Background: an optimization exercise with open tools, aiming at small area and a short achievable clock period. Do not read the settings as production practice.
Where RTL was checked, it was by simulation tests only, not by an equivalence proof against the original.
Only the layout flow was run in run 1; the RTL was not checked for function there.

==> flow/design.v (outline; a module is shown in full before it is edited, if it fits) <==
// module plastic_neuron: 1097 lines
// module pn_inv: 3 lines
// module pn_nand2: 3 lines
// module pn_nor2: 3 lines
// module pn_nand3: 3 lines
// module pn_xor2e: 3 lines
// module pn_xor2: 3 lines
// module pn_xnor2: 3 lines
// module pn_aoi21: 3 lines
// module pn_oai21: 3 lines
// module pn_fa: 4 lines
// module pn_ha: 4 lines
module plastic_neuron (
    input wire clk,
    input wire rst,
    input wire [15:0] input_signal,
    input wire [15:0] feedback_error,
    input wire enable_learning,
    output wire [31:0] output_signal
);
  // ...
==> flow/flow/run.sh <==
#!/bin/bash
# Layout flow: the standard flow (standard.sh) with the standard
# synthesis unchanged; the I/O port buffers are plain buf_2 cells (sizeable
# by repair_timing) instead of the delay buffers buffer_ports picks, and an
# area-recovery pass runs after global routing. Each step logs to its own
# file in this folder.
set -euo pipefail
bash standard.sh synth > synth.log 2>&1
bash standard.sh BUFFER_PORTS_ARGS="-buffer_cell sky130_fd_sc_hd__buf_2" \
  POST_GLOBAL_ROUTE_TCL="$PWD/flow/post_grt.tcl" finish > layout.log 2>&1
==> flow/flow/post_grt.tcl <==
# Area recovery after global routing, keeping the setup margin the flow
# repaired to.
report_tns
report_wns
repair_timing -recover_power 100 -setup_margin 3.0 -verbose
report_tns
report_wns
==> flow/standard.sh <==
#!/bin/bash
# synth_recipe.tcl (not shown) runs the flow's synth.tcl, then flattens the netlist and writes it again
# the make line also repeats each setting of config.mk as NAME=value (left out here)
make -C /OpenROAD-flow-scripts/flow DESIGN_CONFIG=/design/flow/config.mk WORK_HOME=/design/flow/orfs CLKGATE_MAP_FILE= SYNTH_SCRIPT=/design/flow/synth_recipe.tcl "${@:-finish}"
==> flow/config.mk <==
export PLATFORM = sky130hd
export DESIGN_NAME = plastic_neuron
export DESIGN_NICKNAME = plastic_neuron
export VERILOG_FILES = /design/flow/design.v
export SDC_FILE = /design/flow/constraint.sdc
export NUM_CORES = 4
export LEC_CHECK = 0
export CAP_MARGIN = 20
export CORE_MARGIN = 2
export CORE_UTILIZATION = 40
export SETUP_SLACK_MARGIN = 3.0
export SLEW_MARGIN = 20
export SYNTH_HIERARCHICAL = 1
==> flow/constraint.sdc <==
create_clock -name core_clock -period 7.0 [get_ports {clk}]
set_input_delay 1.4000 -clock core_clock [delete_from_list [all_inputs] [get_ports {clk}]]
set_output_delay 1.4000 -clock core_clock [all_outputs]
set_load 0.01 [all_outputs]
==> results.json, run 1 <==
{
  "min_path_type": "register to register",
  "top_register": "cut_q",
  "ioPinCount": 67,
  "skew_ns": 0.00769,
  "dp_slack_ns": 2.57,
  "violatedChecks": "capacitance limit, slew limit",
  "yosysTopAreaCell": "fa_1",
  "gp_congestion": 0.879,
  "final_cell_mix": "xnor2_1 (128), a22oi_1 (97), fa_1 (90), dfrtp_1 (70), xor2_1 (68)",
  "synth_mux_area_frac": 0.00133,
  "grt_pass1_wl_um": 32300,
  "cts.clk_slew.worst_paths_ns": 0.06,
  "path_buf_inv": 0,
  "bufAreaShareNonClock": 0.0499,
  "num-clock-buffers": 10,
  "synth_common_cells": "xnor2_1 (128), a22oi_1 (98), fa_1 (90)",
  "syn_to_final_growth_pct": 7.07,
  "synth_edf_count": 0,
  "rows": 53,
  "fp.dieH_um": 150,
  "wl_per_cell_um": 17.6,
  "clk_share": 0.0367,
  "seq_cell_count": 77,
  "critPathLaunchType": "register",
  "sh_seq_area": 0.215,
  "slew_viol_final": 17,
  "critPathTopFamily": "compound AO/OA/AOI/OAI gates",
  "nFillCells": 2009,
  "outcome": "finished with violations",
  "max-cap-violations": 1
}
==> run 2: changes to the inputs <==
--- a/flow/design.v
+++ b/flow/design.v
@@ -760,25 +760,25 @@
   assign nb137 = ~pp17;
   assign nb138 = ~pp33;
   assign nb139 = ~pp50;
   assign nb140 = ~pp67;
   assign nb141 = ~pp84;
   assign nb142 = ~pp101;
   assign nb143 = ~pp118;
   assign nb144 = ~pp135;
-  pn_ha u_s145 (.a(neg5), .b(pp11), .s(s145), .co(c146));
+  pn_ha u_s145 (.a(pp11), .b(pp26), .s(s145), .co(c146));
   pn_ha u_s147 (.a(pp12), .b(pp27), .s(s147), .co(c148));
-  pn_fa u_s149 (.a(neg6), .b(pp13), .c(pp28), .s(s149), .co(c150));
-  pn_ha u_s151 (.a(pp43), .b(pp58), .s(s151), .co(c152));
+  pn_fa u_s149 (.a(pp13), .b(pp28), .c(pp43), .s(s149), .co(c150));
+  pn_ha u_s151 (.a(pp58), .b(pp73), .s(s151), .co(c152));
   pn_fa u_s153 (.a(pp14), .b(pp29), .c(pp44), .s(s153), .co(c154));
   pn_ha u_s155 (.a(pp59), .b(pp74), .s(s155), .co(c156));
-  pn_fa u_s157 (.a(neg7), .b(pp15), .c(pp30), .s(s157), .co(c158));
-  pn_fa u_s159 (.a(pp45), .b(pp60), .c(pp75), .s(s159), .co(c160));
-  pn_ha u_s161 (.a(pp90), .b(pp105), .s(s161), .co(c162));
+  pn_fa u_s157 (.a(pp15), .b(pp30), .c(pp45), .s(s157), .co(c158));
+  pn_fa u_s159 (.a(pp60), .b(pp75), .c(pp90), .s(s159), .co(c160));
+  pn_ha u_s161 (.a(pp105), .b(pp120), .s(s161), .co(c162));
   pn_fa u_s163 (.a(pp16), .b(pp31), .c(pp46), .s(s163), .co(c164));
   pn_fa u_s165 (.a(pp61), .b(pp76), .c(pp91), .s(s165), .co(c166));
   pn_ha u_s167 (.a(pp106), .b(pp121), .s(s167), .co(c168));
   pn_fa u_s169 (.a(pp32), .b(pp47), .c(pp62), .s(s169), .co(c170));
   pn_fa u_s171 (.a(pp77), .b(pp92), .c(pp107), .s(s171), .co(c172));
   pn_ha u_s173 (.a(pp122), .b(nb137), .s(s173), .co(c174));
   pn_fa u_s175 (.a(pp48), .b(pp63), .c(pp78), .s(s175), .co(c176));
   pn_fa u_s177 (.a(pp93), .b(pp108), .c(pp123), .s(s177), .co(c178));
@@ -787,109 +787,109 @@
   pn_fa u_s183 (.a(pp79), .b(pp94), .c(pp109), .s(s183), .co(c184));
   pn_ha u_s185 (.a(pp124), .b(pp33), .s(s185), .co(c186));
   pn_fa u_s187 (.a(pp65), .b(pp80), .c(pp95), .s(s187), .co(c188));
   pn_ha u_s189 (.a(pp110), .b(pp125), .s(s189), .co(c190));
   pn_fa u_s191 (.a(pp51), .b(pp66), .c(pp81), .s(s191), .co(c192));
   pn_ha u_s193 (.a(pp96), .b(pp111), .s(s193), .co(c194));
   pn_ha u_s195 (.a(pp82), .b(pp97), .s(s195), .co(c196));
   pn_ha u_s197 (.a(pp68), .b(pp83), .s(s197), .co(c198));
-  pn_ha u_s199 (.a(neg3), .b(pp7), .s(s199), .co(c200));
+  pn_ha u_s199 (.a(pp7), .b(pp22), .s(s199), .co(c200));
   pn_ha u_s201 (.a(pp8), .b(pp23), .s(s201), .co(c202));
-  pn_fa u_s203 (.a(neg4), .b(pp9), .c(pp24), .s(s203), .co(c204));
-  pn_ha u_s205 (.a(pp39), .b(pp54), .s(s205), .co(c206));
+  pn_fa u_s203 (.a(pp9), .b(pp24), .c(pp39), .s(s203), .co(c204));
+  pn_ha u_s205 (.a(pp54), .b(pp69), .s(s205), .co(c206));
   pn_fa u_s207 (.a(pp10), .b(pp25), .c(pp40), .s(s207), .co(c208));
   pn_ha u_s209 (.a(pp55), .b(pp70), .s(s209), .co(c210));
-  pn_fa u_s211 (.a(pp26), .b(pp41), .c(pp56), .s(s211), .co(c212));
-  pn_fa u_s213 (.a(pp71), .b(pp86), .c(s145), .s(s213), .co(c214));
-  pn_fa u_s215 (.a(pp42), .b(pp57), .c(pp72), .s(s215), .co(c216));
-  pn_fa u_s217 (.a(pp87), .b(c146), .c(s147), .s(s217), .co(c218));
-  pn_fa u_s219 (.a(pp73), .b(pp88), .c(pp103), .s(s219), .co(c220));
-  pn_fa u_s221 (.a(c148), .b(s151), .c(s149), .s(s221), .co(c222));
-  pn_fa u_s223 (.a(pp89), .b(pp104), .c(c152), .s(s223), .co(c224));
-  pn_fa u_s225 (.a(s155), .b(c150), .c(s153), .s(s225), .co(c226));
-  pn_fa u_s227 (.a(pp120), .b(c156), .c(s161), .s(s227), .co(c228));
-  pn_fa u_s229 (.a(c154), .b(s157), .c(s159), .s(s229), .co(c230));
-  pn_fa u_s231 (.a(c162), .b(s167), .c(c158), .s(s231), .co(c232));
-  pn_fa u_s233 (.a(c160), .b(s163), .c(s165), .s(s233), .co(c234));
-  pn_fa u_s235 (.a(c168), .b(s173), .c(c164), .s(s235), .co(c236));
-  pn_fa u_s237 (.a(c166), .b(s169), .c(s171), .s(s237), .co(c238));
-  pn_fa u_s239 (.a(c174), .b(s179), .c(c170), .s(s239), .co(c240));
-  pn_fa u_s241 (.a(c172), .b(s175), .c(s177), .s(s241), .co(c242));
-  pn_fa u_s243 (.a(c180), .b(s185), .c(c176), .s(s243), .co(c244));
-  pn_fa u_s245 (.a(c178), .b(s181), .c(s183), .s(s245), .co(c246));
-  pn_fa u_s247 (.a(nb139), .b(c186), .c(s189), .s(s247), .co(c248));
-  pn_fa u_s249 (.a(c182), .b(c184), .c(s187), .s(s249), .co(c250));
-  pn_fa u_s251 (.a(pp126), .b(pp50), .c(c190), .s(s251), .co(c252));
-  pn_fa u_s253 (.a(s193), .b(c188), .c(s191), .s(s253), .co(c254));
-  pn_fa u_s255 (.a(pp112), .b(pp127), .c(nb140), .s(s255), .co(c256));
-  pn_fa u_s257 (.a(c194), .b(s195), .c(c192), .s(s257), .co(c258));
-  pn_fa u_s259 (.a(pp98), .b(pp113), .c(pp128), .s(s259), .co(c260));
-  pn_fa u_s261 (.a(pp67), .b(c196), .c(s197), .s(s261), .co(c262));
-  pn_fa u_s263 (.a(pp99), .b(pp114), .c(pp129), .s(s263), .co(c264));
-  pn_ha u_s265 (.a(nb141), .b(c198), .s(s265), .co(c266));
+  pn_fa u_s211 (.a(s145), .b(pp41), .c(pp56), .s(s211), .co(c212));
+  pn_fa u_s213 (.a(pp71), .b(pp86), .c(neg5), .s(s213), .co(c214));
+  pn_fa u_s215 (.a(c146), .b(s147), .c(pp42), .s(s215), .co(c216));
+  pn_fa u_s217 (.a(pp57), .b(pp72), .c(pp87), .s(s217), .co(c218));
+  pn_fa u_s219 (.a(c148), .b(s149), .c(s151), .s(s219), .co(c220));
+  pn_fa u_s221 (.a(pp88), .b(pp103), .c(neg6), .s(s221), .co(c222));
+  pn_fa u_s223 (.a(c150), .b(c152), .c(s153), .s(s223), .co(c224));
+  pn_fa u_s225 (.a(s155), .b(pp89), .c(pp104), .s(s225), .co(c226));
+  pn_fa u_s227 (.a(c154), .b(c156), .c(s157), .s(s227), .co(c228));
+  pn_fa u_s229 (.a(s159), .b(s161), .c(neg7), .s(s229), .co(c230));
+  pn_fa u_s231 (.a(c158), .b(c160), .c(c162), .s(s231), .co(c232));
+  pn_fa u_s233 (.a(s163), .b(s165), .c(s167), .s(s233), .co(c234));
+  pn_fa u_s235 (.a(c164), .b(c166), .c(c168), .s(s235), .co(c236));
+  pn_fa u_s237 (.a(s169), .b(s171), .c(s173), .s(s237), .co(c238));
+  pn_fa u_s239 (.a(c170), .b(c172), .c(c174), .s(s239), .co(c240));
+  pn_fa u_s241 (.a(s175), .b(s177), .c(s179), .s(s241), .co(c242));
+  pn_fa u_s243 (.a(c176), .b(c178), .c(c180), .s(s243), .co(c244));
+  pn_fa u_s245 (.a(s181), .b(s183), .c(s185), .s(s245), .co(c246));
+  pn_fa u_s247 (.a(c182), .b(c184), .c(c186), .s(s247), .co(c248));
+  pn_fa u_s249 (.a(s187), .b(s189), .c(nb139), .s(s249), .co(c250));
+  pn_fa u_s251 (.a(c188), .b(c190), .c(s191), .s(s251), .co(c252));
+  pn_fa u_s253 (.a(s193), .b(pp126), .c(pp50), .s(s253), .co(c254));
+  pn_fa u_s255 (.a(c192), .b(c194), .c(s195), .s(s255), .co(c256));
+  pn_fa u_s257 (.a(pp112), .b(pp127), .c(nb140), .s(s257), .co(c258));
+  pn_fa u_s259 (.a(c196), .b(s197), .c(pp98), .s(s259), .co(c260));
+  pn_fa u_s261 (.a(pp113), .b(pp128), .c(pp67), .s(s261), .co(c262));
+  pn_fa u_s263 (.a(c198), .b(pp99), .c(pp114), .s(s263), .co(c264));
+  pn_ha u_s265 (.a(pp129), .b(nb141), .s(s265), .co(c266));
   pn_fa u_s267 (.a(pp85), .b(pp100), .c(pp115), .s(s267), .co(c268));
   pn_ha u_s269 (.a(pp130), .b(pp84), .s(s269), .co(c270));
   pn_ha u_s271 (.a(pp116), .b(pp131), .s(s271), .co(c272));
   pn_ha u_s273 (.a(pp102), .b(pp117), .s(s273), .co(c274));
-  pn_ha u_s275 (.a(neg2), .b(pp5), .s(s275), .co(c276));
+  pn_ha u_s275 (.a(pp5), .b(pp20), .s(s275), .co(c276));
   pn_ha u_s277 (.a(pp6), .b(pp21), .s(s277), .co(c278));
-  pn_fa u_s279 (.a(pp22), .b(pp37), .c(pp52), .s(s279), .co(c280));
-  pn_fa u_s281 (.a(pp38), .b(pp53), .c(c200), .s(s281), .co(c282));
-  pn_fa u_s283 (.a(pp69), .b(c202), .c(s205), .s(s283), .co(c284));
-  pn_fa u_s285 (.a(c206), .b(s209), .c(c204), .s(s285), .co(c286));
-  pn_fa u_s287 (.a(c210), .b(c208), .c(s211), .s(s287), .co(c288));
-  pn_fa u_s289 (.a(c212), .b(s215), .c(c214), .s(s289), .co(c290));
-  pn_fa u_s291 (.a(c216), .b(s219), .c(c218), .s(s291), .co(c292));
-  pn_fa u_s293 (.a(c220), .b(s223), .c(c222), .s(s293), .co(c294));
-  pn_fa u_s295 (.a(c224), .b(s227), .c(c226), .s(s295), .co(c296));
+  pn_fa u_s279 (.a(s199), .b(pp37), .c(pp52), .s(s279), .co(c280));
+  pn_fa u_s281 (.a(c200), .b(s201), .c(pp38), .s(s281), .co(c282));
+  pn_fa u_s283 (.a(c202), .b(s203), .c(s205), .s(s283), .co(c284));
+  pn_fa u_s285 (.a(c204), .b(c206), .c(s207), .s(s285), .co(c286));
+  pn_fa u_s287 (.a(c208), .b(c210), .c(s211), .s(s287), .co(c288));
+  pn_fa u_s289 (.a(c212), .b(c214), .c(s215), .s(s289), .co(c290));
+  pn_fa u_s291 (.a(c216), .b(c218), .c(s219), .s(s291), .co(c292));
+  pn_fa u_s293 (.a(c220), .b(c222), .c(s223), .s(s293), .co(c294));
+  pn_fa u_s295 (.a(c224), .b(c226), .c(s227), .s(s295), .co(c296));
   pn_fa u_s297 (.a(c228), .b(c230), .c(s231), .s(s297), .co(c298));
   pn_fa u_s299 (.a(c232), .b(c234), .c(s235), .s(s299), .co(c300));
   pn_fa u_s301 (.a(c236), .b(c238), .c(s239), .s(s301), .co(c302));
   pn_fa u_s303 (.a(c240), .b(c242), .c(s243), .s(s303), .co(c304));
-  pn_fa u_s305 (.a(c244), .b(s247), .c(c246), .s(s305), .co(c306));
-  pn_fa u_s307 (.a(s251), .b(c248), .c(c250), .s(s307), .co(c308));
-  pn_fa u_s309 (.a(s255), .b(c252), .c(c254), .s(s309), .co(c310));
-  pn_fa u_s311 (.a(c256), .b(s259), .c(c258), .s(s311), .co(c312));
-  pn_fa u_s313 (.a(c260), .b(s263), .c(s265), .s(s313), .co(c314));
-  pn_fa u_s315 (.a(s269), .b(c264), .c(c266), .s(s315), .co(c316));
-  pn_fa u_s317 (.a(nb142), .b(c270), .c(s271), .s(s317), .co(c318));
-  pn_fa u_s319 (.a(pp132), .b(pp101), .c(c272), .s(s319), .co(c320));
-  pn_ha u_s321 (.a(pp133), .b(nb143), .s(s321), .co(c322));
+  pn_fa u_s305 (.a(c244), .b(c246), .c(s247), .s(s305), .co(c306));
+  pn_fa u_s307 (.a(c248), .b(c250), .c(s251), .s(s307), .co(c308));
+  pn_fa u_s309 (.a(c252), .b(c254), .c(s255), .s(s309), .co(c310));
+  pn_fa u_s311 (.a(c256), .b(c258), .c(s259), .s(s311), .co(c312));
+  pn_fa u_s313 (.a(c260), .b(c262), .c(s263), .s(s313), .co(c314));
+  pn_fa u_s315 (.a(c264), .b(c266), .c(s267), .s(s315), .co(c316));
+  pn_fa u_s317 (.a(c268), .b(c270), .c(s271), .s(s317), .co(c318));
+  pn_fa u_s319 (.a(c272), .b(s273), .c(pp132), .s(s319), .co(c320));
+  pn_ha u_s321 (.a(c274), .b(pp133), .s(s321), .co(c322));
   pn_ha u_s323 (.a(pp119), .b(pp134), .s(s323), .co(c324));
-  pn_ha u_s325 (.a(neg1), .b(pp3), .s(s325), .co(c326));
+  pn_ha u_s325 (.a(pp3), .b(pp18), .s(s325), .co(c326));
   pn_ha u_s327 (.a(pp4), .b(pp19), .s(s327), .co(c328));
-  pn_fa u_s329 (.a(pp20), .b(pp35), .c(s275), .s(s329), .co(c330));
-  pn_fa u_s331 (.a(pp36), .b(c276), .c(s277), .s(s331), .co(c332));
-  pn_fa u_s333 (.a(c278), .b(s199), .c(s279), .s(s333), .co(c334));
-  pn_fa u_s335 (.a(s201), .b(c280), .c(s281), .s(s335), .co(c336));
-  pn_fa u_s337 (.a(s203), .b(c282), .c(s283), .s(s337), .co(c338));
-  pn_fa u_s339 (.a(s207), .b(c284), .c(s285), .s(s339), .co(c340));
-  pn_fa u_s341 (.a(c286), .b(s213), .c(s287), .s(s341), .co(c342));
-  pn_fa u_s343 (.a(s217), .b(c288), .c(s289), .s(s343), .co(c344));
-  pn_fa u_s345 (.a(s221), .b(c290), .c(s291), .s(s345), .co(c346));
-  pn_fa u_s347 (.a(s225), .b(c292), .c(s293), .s(s347), .co(c348));
-  pn_fa u_s349 (.a(s229), .b(c294), .c(s295), .s(s349), .co(c350));
-  pn_fa u_s351 (.a(s233), .b(c296), .c(s297), .s(s351), .co(c352));
-  pn_fa u_s353 (.a(s237), .b(c298), .c(s299), .s(s353), .co(c354));
-  pn_fa u_s355 (.a(s241), .b(c300), .c(s301), .s(s355), .co(c356));
-  pn_fa u_s357 (.a(s245), .b(c302), .c(s303), .s(s357), .co(c358));
-  pn_fa u_s359 (.a(s249), .b(c304), .c(s305), .s(s359), .co(c360));
-  pn_fa u_s361 (.a(s253), .b(c306), .c(s307), .s(s361), .co(c362));
-  pn_fa u_s363 (.a(s257), .b(c308), .c(s309), .s(s363), .co(c364));
-  pn_fa u_s365 (.a(s261), .b(c310), .c(s311), .s(s365), .co(c366));
-  pn_fa u_s367 (.a(c262), .b(s313), .c(c312), .s(s367), .co(c368));
-  pn_fa u_s369 (.a(s267), .b(s315), .c(c314), .s(s369), .co(c370));
-  pn_fa u_s371 (.a(c268), .b(s317), .c(c316), .s(s371), .co(c372));
-  pn_fa u_s373 (.a(s273), .b(s319), .c(c318), .s(s373), .co(c374));
-  pn_fa u_s375 (.a(c274), .b(s321), .c(c320), .s(s375), .co(c376));
-  pn_fa u_s377 (.a(pp118), .b(c322), .c(s323), .s(s377), .co(c378));
-  pn_ha u_s379 (.a(nb144), .b(c324), .s(s379), .co(c380));
+  pn_fa u_s329 (.a(s275), .b(pp35), .c(neg2), .s(s329), .co(c330));
+  pn_fa u_s331 (.a(c276), .b(s277), .c(pp36), .s(s331), .co(c332));
+  pn_fa u_s333 (.a(c278), .b(s279), .c(neg3), .s(s333), .co(c334));
+  pn_fa u_s335 (.a(c280), .b(s281), .c(pp53), .s(s335), .co(c336));
+  pn_fa u_s337 (.a(c282), .b(s283), .c(neg4), .s(s337), .co(c338));
+  pn_fa u_s339 (.a(c284), .b(s285), .c(s209), .s(s339), .co(c340));
+  pn_fa u_s341 (.a(c286), .b(s287), .c(s213), .s(s341), .co(c342));
+  pn_fa u_s343 (.a(c288), .b(s289), .c(s217), .s(s343), .co(c344));
+  pn_fa u_s345 (.a(c290), .b(s291), .c(s221), .s(s345), .co(c346));
+  pn_fa u_s347 (.a(c292), .b(s293), .c(s225), .s(s347), .co(c348));
+  pn_fa u_s349 (.a(c294), .b(s295), .c(s229), .s(s349), .co(c350));
+  pn_fa u_s351 (.a(c296), .b(s297), .c(s233), .s(s351), .co(c352));
+  pn_fa u_s353 (.a(c298), .b(s299), .c(s237), .s(s353), .co(c354));
+  pn_fa u_s355 (.a(c300), .b(s301), .c(s241), .s(s355), .co(c356));
+  pn_fa u_s357 (.a(c302), .b(s303), .c(s245), .s(s357), .co(c358));
+  pn_fa u_s359 (.a(c304), .b(s305), .c(s249), .s(s359), .co(c360));
+  pn_fa u_s361 (.a(c306), .b(s307), .c(s253), .s(s361), .co(c362));
+  pn_fa u_s363 (.a(c308), .b(s309), .c(s257), .s(s363), .co(c364));
+  pn_fa u_s365 (.a(c310), .b(s311), .c(s261), .s(s365), .co(c366));
+  pn_fa u_s367 (.a(c312), .b(s313), .c(s265), .s(s367), .co(c368));
+  pn_fa u_s369 (.a(c314), .b(s315), .c(s269), .s(s369), .co(c370));
+  pn_fa u_s371 (.a(c316), .b(s317), .c(nb142), .s(s371), .co(c372));
+  pn_fa u_s373 (.a(c318), .b(s319), .c(pp101), .s(s373), .co(c374));
+  pn_fa u_s375 (.a(c320), .b(s321), .c(nb143), .s(s375), .co(c376));
+  pn_fa u_s377 (.a(c322), .b(s323), .c(pp118), .s(s377), .co(c378));
+  pn_ha u_s379 (.a(c324), .b(nb144), .s(s379), .co(c380));
   pn_ha u_s381 (.a(pp136), .b(pp135), .s(s381), .co(c382));
-  assign losum383 = {neg0} + {pp1};
+  assign losum383 = {pp1} + {neg0};
   pn_xor2 u_ap384 (.a(cut_q[1]), .b(cut_q[32]), .y(ap384));
   pn_xor2 u_ap385 (.a(cut_q[2]), .b(cut_q[33]), .y(ap385));
   pn_xor2 u_ap386 (.a(cut_q[3]), .b(cut_q[34]), .y(ap386));
   pn_xor2 u_ap387 (.a(cut_q[4]), .b(cut_q[35]), .y(ap387));
   pn_xor2 u_ap388 (.a(cut_q[5]), .b(cut_q[36]), .y(ap388));
   pn_xor2 u_ap389 (.a(cut_q[6]), .b(cut_q[37]), .y(ap389));
   pn_xor2 u_ap390 (.a(cut_q[7]), .b(cut_q[38]), .y(ap390));
   pn_xor2 u_ap391 (.a(cut_q[8]), .b(cut_q[39]), .y(ap391));
@@ -1085,17 +1085,17 @@
   pn_xor2 u_as581 (.a(ap411), .b(pg552), .y(as581));
   pn_xor2 u_as582 (.a(ap412), .b(pg527), .y(as582));
   pn_xor2 u_as583 (.a(ap413), .b(pg554), .y(as583));
   pn_xnor2 u_as584 (.a(ap414), .b(pg536), .y(as584));
   always @(posedge clk or posedge rst) begin
     if (rst) begin
       cut_q <= 63'd0;
     end else begin
-      cut_q <= {1'b1, s381, s379, s377, s375, s373, s371, s369, s367, s365, s363, s361, s359, s357, s355, s353, s351, s349, s347, s345, s343, s341, s339, s337, s335, s333, s331, s329, s327, pp18, losum383[1], c382, c380, c378, c376, c374, c372, c370, c368, c366, c364, c362, c360, c358, c356, c354, c352, c350, c348, c346, c344, c342, c340, c338, c336, c334, c332, c330, c328, c326, s325, pp2, losum383[0]};
+      cut_q <= {1'b1, s381, s379, s377, s375, s373, s371, s369, s367, s365, s363, s361, s359, s357, s355, s353, s351, s349, s347, s345, s343, s341, s339, s337, s335, s333, s331, s329, s327, neg1, losum383[1], c382, c380, c378, c376, c374, c372, c370, c368, c366, c364, c362, c360, c358, c356, c354, c352, c350, c348, c346, c344, c342, c340, c338, c336, c334, c332, c330, c328, c326, s325, pp2, losum383[0]};
     end
   end
   assign output_signal = {{as584, as583, as582, as581, as580, as579, as578, as577, as576, as575, as574, as573, as572, as571, as570, as569, as568, as567, as566, as565, as564, as563, as562, as561, as560, as559, as558, as557, as556, as555, ap384}, {cut_q[0]}};
 endmodule
 module pn_inv (input wire a, output wire y);
   assign y = ~a;
 endmodule
 module pn_nand2 (input wire a, input wire b, output wire y);
==> flow/flow/run.sh (replaced) <==
#!/bin/bash
# Layout flow: the standard flow (standard.sh), with the standard
# synthesis unchanged, and the I/O port buffers made from the plain buffer
# family (buf_N) instead of the delay-buffer cells buffer_ports picks on its
# own, so that repair_timing can size them. Each step's output goes to its
# own log in this folder.
set -euo pipefail
bash standard.sh synth > synth.log 2>&1
bash standard.sh BUFFER_PORTS_ARGS="-buffer_cell sky130_fd_sc_hd__buf_2" finish > layout.log 2>&1
removed: flow/flow/post_grt.tcl
==> run 2 against run 1 <==
Now clean on timing, DRC and antenna. First-iteration DRC count down 11%. Synthesized area unchanged. Register-to-register slack better by 1.2 ns. Clock skew down 0.0012 ns. Clock-buffer cell count up 2. Utilization up 0.98 points. Hold slack worse by 0.0072 ns. Via count about the same. Critical endpoint is now output_signal[28].
==> results.json, run 2 <==
{
  "outcome": "finished clean",
  "yosysUniqueCellTypes": 37,
  "layout-drive-gt1-share": 0.193,
  "die_w_um": 150,
  "holdWs_ns": 0.520,
  "synthFlopType": "dfrtp_1",
  "rsz0062_at_grt": "true",
  "min-delay-start": "weight[14]",
  "tritoncts": "built",
  "crit_path_max_incr_delay_ns": 0.40,
  "worstSetupStartpoint": "cut_q[2]",
  "critPathLaunchType": "register",
  "worstMarginPinSlew_ns": 0.966,
  "synth_most_common_cell": "xnor2_1",
  "vias_per_cell": 5.23,
  "nets": 1012,
  "syn_avg_cell_area_sq_um": 10.0,
  "clockRootBuffer": "clkbuf_16",
  "largest_reg_flops": 62,
  "cts-htree-levels": 3,
  "yosys_warnings": 7,
  "netlist_area_sq_um": 8480,
  "gr-total-overflow": 0,
  "postSynthCellCount": 848,
  "synth_edf_count": 0,
  "routed_wirelength_um": 18100,
  "hpwl_um": 13400,
  "grt_start_max_net_pins": 78,
  "final_cell_mix": "xnor2_1 (127), a22oi_1 (87), fa_1 (84), dfrtp_1 (70), xor2_1 (68)",
  "yosysTopAreaCell": "fa_1",
  "async_reset_ff_frac": 1.00,
  "drtIter0Drc": 401,
  "synth_seq_area_share": 0.228,
  "largest_registers": "cut_q x62, weight x15",
  "synth_area_leaders": "fa_1 (21%), dfrtp_1 (21%), xnor2_1 (13%), a22oi_1 (8.7%), xor2_1 (7.0%)",
  "arrival_ns": 2.48,
  "clk_latency_ns": 0.35,
  "cts_buffers": 9,
  "worstReg2RegStart": "weight[5]",
  "postRouteAntennaNets": 0,
  "setup_violations": 0,
  "clk_path_buf_depth": 2,
  "end_kind": "primary output",
  "synth_top_area_frac": 0.212,
  "drc": 0,
  "critPathMaxFanout": 4,
  "initial_core_util": 0.406,
  "grt_pass1_vias": 6018,
  "numPortBuffers": 65,
  "worstPathRequired_ns": 5.60,
  "slew_viol_final": 0,
  "fin_crit_sh": 0.554,
  "syn-num-nets": 1010,
  "gp_congestion": 0.789,
  "timing.setup.tns_ns": 0,
  "ioPinCount": 67,
  "setup_ws_ns": 3.12,
  "fmax_mhz": 258,
  "final_common_cell": "xnor2_1",
  "drt-pass1-iter-count": 6,
  "syn_to_final_growth_pct": 9.47,
  "cp_cell_sequence": "nor2_1 > o21ai_2 > a21oi_2 > o21ai_4 > a21oi_4 > inv_2 > a21oi_4 > inv_1 > a21oi_2 > o21ai_1 > xor2_1 > buf_2",
  "skew_ns": 0.00648,
  "dp_slack_ns": 2.38,
  "rows": 53,
  "core_area_sq_um": 20900,
  "grt_usage": 0.173,
  "antenna_found_initial": 1,
  "clock-sinks": 77,
  "critPathKind": "register to primary output",
  "top_register": "cut_q",
  "via_count": 5912,
  "grt_pass1_wl_um": 30600,
  "fp.dieH_um": 150,
  "synth_common_cells": "xnor2_1 (128), a22oi_1 (98), fa_1 (90)",
  "dieArea_sq_um": 22400,
  "hold_violations": 0,
  "wl_per_cell_um": 16.0,
  "ys_ff_latch": 77,
  "min_period_ns": 3.88,
  "min_path_type": "register to register",
  "relSlewSlack": 0.356,
  "cts.clk_slew.worst_paths_ns": 0.06,
  "max-cap-violations": 0,
  "slowest_stage": "dfrtp_1"
}
-- run 2: cell count changes in the layout (fill, tap and decap cells not counted), moves of 6 or more --
cell      change
fa_2          +6
a22oi_2      +10
buf_4        +13
o21ai_1      +10
o21ai_0      -14
nor2_2        -6
clkbuf_1      -9
buf_2         +9
fa_1          -6
nor2_1        +6
a22oi_1      -10
a21oi_1       -7
-- run 2: logic make-up (layout without fill, tap and decap cells) --
logic type               Yosys count  in the layout  share of synthesized area
buffers and inverters            119            126                     0.0742
AND/OR/NAND/NOR                  154            154                     0.0850
XOR/XNOR                         196            196                      0.202
adder cells (fa/ha/maj)          127            127                      0.267
AO/OA/AOI/OAI                    172            172                      0.141
other                              2              3                   0.000886
multiplexers                       1              1                    0.00133
flip-flops                        77             77                      0.228
-- run 2: modules after synthesis (local to each module, per instance) --
module	cells	area [sq um]
pn_xor2	1	8.76
plastic_neuron	528	5130
pn_xnor2	1	8.76
pn_inv	1	3.75
pn_aoi21	1	8.76
pn_ha	1	12.5
pn_nand2	1	3.75
pn_fa	1	20.0
pn_nor2	1	3.75
pn_oai21	1	5.00
-- run 2: stage by stage --
stage / instance area [sq um] / utilization / cells
2_1_floorplan: 8610 / - / 848
4_1_cts: 9180 / 0.439 / 1119
3_5_place_dp: 8740 / 0.419 / 1097
3_3_place_gp: 8740 / 0.419 / 1097
5_1_grt: 9280 / 0.444 / 1130
6_report: 9280 / 0.444 / 1131
-- run 2: area by class of cell --
| cell class | count | area, sq um |
|---|---|---|
| fill | 1958 | 11600 |
| multi-input combinational | 652 | 6070 |
| sequential | 77 | 1950 |
| timing repair buffer | 92 | 536 |
| tap | 275 | 344 |
| clock buffer | 12 | 236 |
| inverter | 18 | 73.8 |
| clock inverter | 4 | 72.6 |
| antenna | 1 | 2.50 |
-- run 2: worst max-delay path, delay by kind of cell (launching register included) --
kind | cells | cell delay, ns
AOI/OAI and AO/OA | 7 | 1.11
xor gates and xnor gates | 1 | 0.16
DFF | 1 | 0.40
buffers and inverters | 3 | 0.30
and+or+nand+nor | 1 | 0.14
-- run 2: final timing paths --
| path | endpoint | slack (ns) | cells past startpoint |
|---|---|---|---|
| max | output_signal[28] | 3.12 | 12 |
| min | weight[14] | 0.52 | 1 |
| max reg2reg | cut_q[49] | 3.18 | 9 |
| min reg2reg | weight[14] | 0.52 | 1 |
| max in group asynchronous | weight[1] | 4.97 | 3 |
| min in group asynchronous | cut_q[52] | 1.34 | 3 |
-- run 2: what timing repair did --
action | CTS | global route
setup buffers | 6 | 11
gates resized for setup | 20 | 4
endpoints found under the setup margin | 46 | 15
gates cloned | 0 | 0
hold endpoints to repair | 0 | 0
pin swaps | 6 | 6
hold buffers | 0 | 0
-- run 2: per-layer routing --
| layer | vias to the layer above | routed length (um) | track usage |
|---|---|---|---|
| met5 | - | 0 | 0 |
| met4 | 0 | 292 | 0.0452 |
| met3 | 20 | 856 | 0.0381 |
| met2 | 137 | 8830 | 0.290 |
| met1 | 2949 | 8150 | 0.227 |
| li1 | 2806 | - | - |
==> run 3: changes to the inputs <==
--- a/flow/flow/run.sh
+++ b/flow/flow/run.sh
@@ -8,2 +8,2 @@
 bash standard.sh synth > synth.log 2>&1
-bash standard.sh BUFFER_PORTS_ARGS="-buffer_cell sky130_fd_sc_hd__buf_2" finish > layout.log 2>&1
+bash standard.sh BUFFER_PORTS_ARGS="-buffer_cell sky130_fd_sc_hd__buf_1" finish > layout.log 2>&1
==> run 3 against run 2 <==
Still clean on timing, DRC and antenna. Register-to-register slack barely moved. Sequential share of layout area about the same. Clock-buffer cell count grew 1. Critical path type is now primary input to register.
==> results.json, run 3 <==
{
  "final_cells": 1127,
  "dieArea_sq_um": 22400,
  "postSynthCellCount": 848,
  "critPathTopFamily": "adder cells",
  "numPortBuffers": 65,
  "antenna_found_initial": 0,
  "hold_violations": 0,
  "largest_reg_flops": 62,
  "routed_wirelength_um": 18600,
  "cts-htree-levels": 3,
  "path_buf_inv": 1,
  "rsz0062_at_grt": "true",
  "fin_crit_sh": 0.558,
  "synth_top_area_frac": 0.212,
  "nets": 1009,
  "async_reset_ff_frac": 1.00,
  "timing.setup.tns_ns": 0,
  "top_register": "cut_q",
  "tritoncts": "built",
  "rows": 53,
  "final_common_cell": "xnor2_1",
  "max-cap-violations": 0,
  "cts.clk_slew.worst_paths_ns": 0.06,
  "critPathKind": "primary input to register",
  "worstPathRequired_ns": 7.22,
  "drc": 0,
  "synthFlopType": "dfrtp_1",
  "cp_cell_sequence": "clkdlybuf4s15_2 > a22oi_1 > xnor2_1 > fa_1 > fa_1 > fa_1 > fa_1",
  "grt_usage": 0.175,
  "grt.met2_usage": 0.278,
  "place_inst": 1099,
  "design_area_sq_um": 9270,
  "drt-pass1-iter-count": 5,
  "synth_most_common_cell": "xnor2_1",
  "grt_pass1_wl_um": 30700,
  "via_count": 5946,
  "fmax_mhz": 256,
  "syn_avg_cell_area_sq_um": 10.0,
  "worstMarginPinSlew_ns": 0.898,
  "hpwl_um": 13400,
  "grt_busiest_layer": "met2",
  "ioPinCount": 67,
  "wl_per_cell_um": 16.5,
  "yosysUniqueCellTypes": 37,
  "slew_viol_final": 0,
  "end_kind": "register",
  "cp_common_cell": "fa_1",
  "slowest_stage": "fa_1",
  "crit_path_max_incr_delay_ns": 0.54,
  "syn-num-nets": 1010,
  "gr-usage-met1": 0.243,
  "initial_core_util": 0.406,
  "cts_buffers": 9,
  "setup_violations": 0,
  "netlist_area_sq_um": 8480,
  "clock-sinks": 77,
  "grt_pass1_vias": 5891,
  "postRouteAntennaNets": 0,
  "vias_per_cell": 5.28,
  "antenna_cells": 0,
  "yosysTopAreaCell": "fa_1",
  "clk_latency_ns": 0.35,
  "min_period_ns": 3.90,
  "clockRootBuffer": "clkbuf_16",
  "skew_ns": 0.00928,
  "largest_registers": "cut_q x62, weight x15",
  "min_path_type": "register to register",
  "outcome": "finished clean",
  "fp.dieH_um": 150,
  "syn_to_final_growth_pct": 9.25,
  "critPathLaunchType": "primary input",
  "use_met3": 0.0290,
  "critPathMaxFanout": 16,
  "yosys_warnings": 7,
  "layout-drive-gt1-share": 0.143,
  "synth_seq_area_share": 0.228,
  "grt_start_max_net_pins": 78,
  "die_w_um": 150,
  "drtIter0Drc": 315,
  "clk_path_buf_depth": 2,
  "gr-total-overflow": 0,
  "synth_edf_count": 0,
  "ys_ff_latch": 77,
  "synth_common_cells": "xnor2_1 (128), a22oi_1 (98), fa_1 (90)",
  "post_dp_cell_area_sq_um": 8680,
  "core_area_sq_um": 20900,
  "synth_area_leaders": "fa_1 (21%), dfrtp_1 (21%), xnor2_1 (13%), a22oi_1 (8.7%), xor2_1 (7.0%)",
  "final_cell_mix": "xnor2_1 (127), a22oi_1 (87), fa_1 (84), dfrtp_1 (70), xor2_1 (68)",
  "relSlewSlack": 0.401,
  "holdWs_ns": 0.535,
  "arrival_ns": 4.12,
  "gp_congestion": 0.799
}
-- run 3: cell counts after synthesis --
Identical to the previous run, type by type.
-- run 3: routing by layer --
| metal | wire length [um] | vias to the layer above |
|---|---|---|
| met5 | 0 | - |
| met4 | 319 | 0 |
| met3 | 892 | 22 |
| met2 | 8780 | 145 |
| met1 | 8630 | 2977 |
| li1 | - | 2802 |
-- run 3: area by class of cell --
type,count,area (sq um)
clock inverters,3,42.5
flip-flops and latches,77,1950
repair buffers,89,479
multi-input cells,652,6110
fillers,1990,11600
well taps,275,344
inverters,18,71.3
clock buffers,13,270
-- run 3: Yosys stat by module (local to each module, per instance) --
module | times used | cells inside | area (sq um) | flops+latches
pn_aoi21 | 16 | 1 | 8.76 | 0
pn_ha | 29 | 1 | 12.5 | 0
pn_oai21 | 35 | 1 | 5.00 | 0
pn_xnor2 | 11 | 1 | 8.76 | 0
pn_nand2 | 36 | 1 | 3.75 | 0
pn_nor2 | 45 | 1 | 3.75 | 0
pn_fa | 90 | 1 | 20.0 | 0
pn_inv | 8 | 1 | 3.75 | 0
pn_xor2 | 50 | 1 | 8.76 | 0
plastic_neuron | 1 | 528 | 5130 | 77
-- run 3: metrics by stage --
step	utilization	setup WS, ns
3_3_place_gp	0.415	2.40
3_5_place_dp	0.415	2.34
4_1_cts	0.439	3.00
6_report	0.444	3.10
5_1_grt	0.444	2.93
2_1_floorplan	-	2.96
-- run 3: logic make-up after synthesis --
group / Yosys count / share of synthesized area
multiplexers: 1 / 0.00133
adder cells (fa/ha/maj): 127 / 0.267
buffers and inverters: 119 / 0.0742
AND/OR/NAND/NOR: 154 / 0.0850
AO/OA/AOI/OAI: 172 / 0.141
other: 2 / 0.000886
flip-flops: 77 / 0.228
XOR/XNOR: 196 / 0.202
-- run 3: worst reg2reg max path: cells and delay by family (launching register included) --
kind,cells,cell delay (ns)
fa+ha+maj,4,1.94
flops,1,0.87
compound gates,2,0.27
buf+inv,1,0.24
simple gates,1,0.20
xor+xnor,1,0.17
-- run 3: repair_timing --
item,4_1_cts,5_1_grt
hold buffers,0,0
gates resized for setup,40,30
pin swaps,6,7
buffers inserted,7,5
cloned,0,0
setup endpoints to repair,47,32
-- run 3: final timing paths --
check | from | endpoint | slack (ns) | cells after the start
worst max-delay path | input_signal[6] | cut_q[46] | 3.10 | 7
max in group asynchronous | rst | weight[1] | 5.27 | 3
worst max register to register | weight[7] | cut_q[49] | 3.18 | 9
worst min register to register | weight[14] | weight[14] | 0.54 | 1
min in group asynchronous | rst | cut_q[53] | 1.17 | 3
worst min-delay path | weight[14] | weight[14] | 0.54 | 1
==> run 4: changes to the inputs <==
--- a/flow/flow/run.sh
+++ b/flow/flow/run.sh
@@ -8,2 +8,2 @@
 bash standard.sh synth > synth.log 2>&1
-bash standard.sh BUFFER_PORTS_ARGS="-buffer_cell sky130_fd_sc_hd__buf_1" finish > layout.log 2>&1
+bash standard.sh BUFFER_PORTS_ARGS="-buffer_cell sky130_fd_sc_hd__buf_4" finish > layout.log 2>&1
==> run 4 against run 3 <==
Still clean on timing, DRC and antenna. Register-to-register slack is essentially flat. Sequential cell count unchanged. Critical path depth rose by 1. Maximum frequency rose by 2.3%. Via count shrank 1.0%. Cell count did not move. Setup slack improved by 0.087 ns. Synthesized cell count stayed put.
==> results.json, run 4 <==
{
  "outcome": "finished clean",
  "timing.setup.tns_ns": 0,
  "hpwl_um": 13500,
  "synth_top_area_frac": 0.212,
  "clock-sinks": 77,
  "fp.dieH_um": 150,
  "gp_congestion": 0.786,
  "syn_to_final_growth_pct": 11.7,
  "nets": 1010,
  "ctsHoldBuffers": 0,
  "drt-pass1-iter-count": 5,
  "grt_pass1_vias": 6058,
  "tritoncts": "built",
  "synth_most_common_cell": "xnor2_1",
  "fmax_mhz": 262,
  "async_reset_ff_frac": 1.00,
  "largest_registers": "cut_q x62, weight x15",
  "ioPinCount": 67,
  "gr-total-overflow": 0,
  "clockRootBuffer": "clkbuf_16",
  "setup_violations": 0,
  "top_register": "cut_q",
  "yosysTopAreaCell": "fa_1",
  "core_area_sq_um": 20900,
  "cts.clk_slew.worst_paths_ns": 0.06,
  "synth_seq_area_share": 0.228,
  "nFillCells": 1970,
  "hold_violations": 0,
  "netlist_area_sq_um": 8480,
  "critPathLaunchType": "register",
  "rows": 53,
  "multi_input_area_sq_um": 6110,
  "antenna_found_initial": 0,
  "postRouteAntennaNets": 0,
  "end_kind": "register",
  "clk_path_buf_depth": 2,
  "worstPathRequired_ns": 7.23,
  "numPortBuffers": 65,
  "final_cell_mix": "xnor2_1 (127), buf_4 (88), a22oi_1 (87), fa_1 (84), dfrtp_1 (70)",
  "postSynthCellCount": 848,
  "synth_common_cells": "xnor2_1 (128), a22oi_1 (98), fa_1 (90)",
  "ys_ff_latch": 77,
  "drc": 0,
  "synthFlopType": "dfrtp_1",
  "grt_start_max_net_pins": 78,
  "dieArea_sq_um": 22400,
  "final_common_cell": "xnor2_1",
  "die_w_um": 150,
  "wl_per_cell_um": 16.5,
  "ff_latch_area_sq_um": 1950,
  "clk_latency_ns": 0.36,
  "min_period_ns": 3.82,
  "fin_crit_sh": 0.545,
  "critPathKind": "register to register",
  "via_count": 5885,
  "syn-num-nets": 1010,
  "synth_edf_count": 0,
  "synth_area_leaders": "fa_1 (21%), dfrtp_1 (21%), xnor2_1 (13%), a22oi_1 (8.7%), xor2_1 (7.0%)",
  "largest_reg_flops": 62,
  "grt_pass1_wl_um": 31200,
  "skew_ns": 0.00959,
  "slew_viol_final": 0,
  "routed_wirelength_um": 18600,
  "min_path_type": "register to register",
  "arrival_ns": 4.04,
  "antenna_cells": 0,
  "rsz0062_at_grt": "true",
  "relSlewSlack": 0.358,
  "worstMarginPinSlew_ns": 0.964,
  "initial_core_util": 0.406,
  "drtIter0Drc": 397,
  "critPathMaxFanout": 25,
  "syn_avg_cell_area_sq_um": 10.0,
  "yosys_warnings": 7,
  "max-cap-violations": 0,
  "cts_buffers": 9,
  "vias_per_cell": 5.22,
  "grt_usage": 0.178,
  "cts-htree-levels": 3,
  "yosysUniqueCellTypes": 37,
  "layout-drive-gt1-share": 0.203
}
==> run 4: cell counts after synthesis <==
No cell type changed its count.
==> run 4: layout make-up <==
class,count,share of cell area
clock inverter,4,0.00766
sequential,77,0.206
tap,275,0.0363
inverter,18,0.00753
timing repair buffer,90,0.0725
clock buffer,11,0.0256
multi-input combinational,652,0.645
==> run 4: what timing repair did <==
action	CTS	global route
pin swaps	5	9
buffers inserted	9	6
gates resized for setup	18	17
endpoints found under the setup margin	45	26
endpoints found under the hold margin	0	0
==> run 4: through the flow <==
stage	utilization	hold WS [ns]	cells	setup WS [ns]	cell area, sq um
3_5_place_dp	0.426	0.515	1097	2.45	8900
2_1_floorplan	-	0.385	848	2.96	8610
3_3_place_gp	0.426	0.509	1097	2.55	8900
5_1_grt	0.454	0.559	1127	2.98	9480
6_report	0.454	0.525	1127	3.18	9480
4_1_cts	0.448	0.525	1121	3.00	9360
==> run 4: final timing paths <==
path                            start    endpoint  slack [ns]  cells after the start
max                        weight[11]   cut_q[49]        3.18                      8
min                        weight[14]  weight[14]        0.52                      1
max reg2reg                weight[11]   cut_q[49]        3.18                      8
min reg2reg                weight[14]  weight[14]        0.52                      1
max in group asynchronous         rst   weight[1]        4.97                      3
min in group asynchronous         rst   cut_q[19]        1.34                      3
==> run 4: critical path: stages (launching register included) <==
cell	delay (ns)
dfrtp_1	0.36
buf_4	0.26
ha_1	0.78
a22oi_1	0.23
xnor2_1	0.19
fa_1	0.43
fa_1	0.53
fa_1	0.43
fa_1	0.46
==> run 4: metal layers <==
metal / wire, um / track usage / vias up / part of all wire
li1: - / - / 2798 / -
met1: 8340 / 0.238 / 2935 / 0.45
met2: 9030 / 0.292 / 135 / 0.49
met3: 935 / 0.0357 / 17 / 0.050
met4: 279 / 0.0557 / 0 / 0.015
met5: 0 / 0 / - / 0
==> run 4: logic make-up (layout without fill, tap and decap cells) <==
logic type | after synthesis | after routing | share of synthesized area
mux | 1 | 1 | 0.00133
flops | 77 | 77 | 0.228
fa+ha+maj | 127 | 127 | 0.267
buf+inv | 119 | 123 | 0.0742
xor+xnor | 196 | 196 | 0.202
other cells | 2 | 2 | 0.000886
simple gates | 154 | 154 | 0.0850
compound gates | 172 | 172 | 0.141
==> run 4: modules after synthesis, one instance, submodules excluded <==
module	cells inside	area (sq um)
plastic_neuron	528	5130
pn_aoi21	1	8.76
pn_fa	1	20.0
pn_ha	1	12.5
pn_inv	1	3.75
pn_nand2	1	3.75
pn_nor2	1	3.75
pn_oai21	1	5.00
pn_xnor2	1	8.76
pn_xor2	1	8.76

afterwards: timing with drivers on the ports:
How much do the figures lean on ideal ports? The routed layouts below were timed once more, with nothing changed but the port constraints. Step 1 assumes that a clkbuf_16 drives the clock port and a buf_2 every other input. Step 2 adds t to the input delays and takes it off the output delays; t is the mean of the earliest and latest rising clock arrival at the registers after step 1. Input paths then give back, and output paths get back, about the clock's delay inside the block. a / b / c = ideal / step 1 / step 2; a / b = the first two.
run	t, ns	setup slack, ns	hold slack, ns	worst setup path at the end	slew at the worst register clock pin (ns)
run 1	0.389	1.965 / 1.966 / 1.966	0.528 / 0.528 / 0.528	register to register	0.07 / 0.07
run 2	0.389	3.122 / 3.079 / 2.777	0.520 / 0.520 / 0.520	input to register	0.06 / 0.06
run 3	0.390	3.096 / 3.078 / 2.731	0.535 / 0.535 / 0.535	input to register	0.06 / 0.06
run 4	0.394	3.183 / 3.149 / 2.918	0.525 / 0.525 / 0.525	input to register	0.06 / 0.06
The setup slack of run 3, which loses most, moves by -0.018 ns with the drivers and by -0.365 ns with both steps.
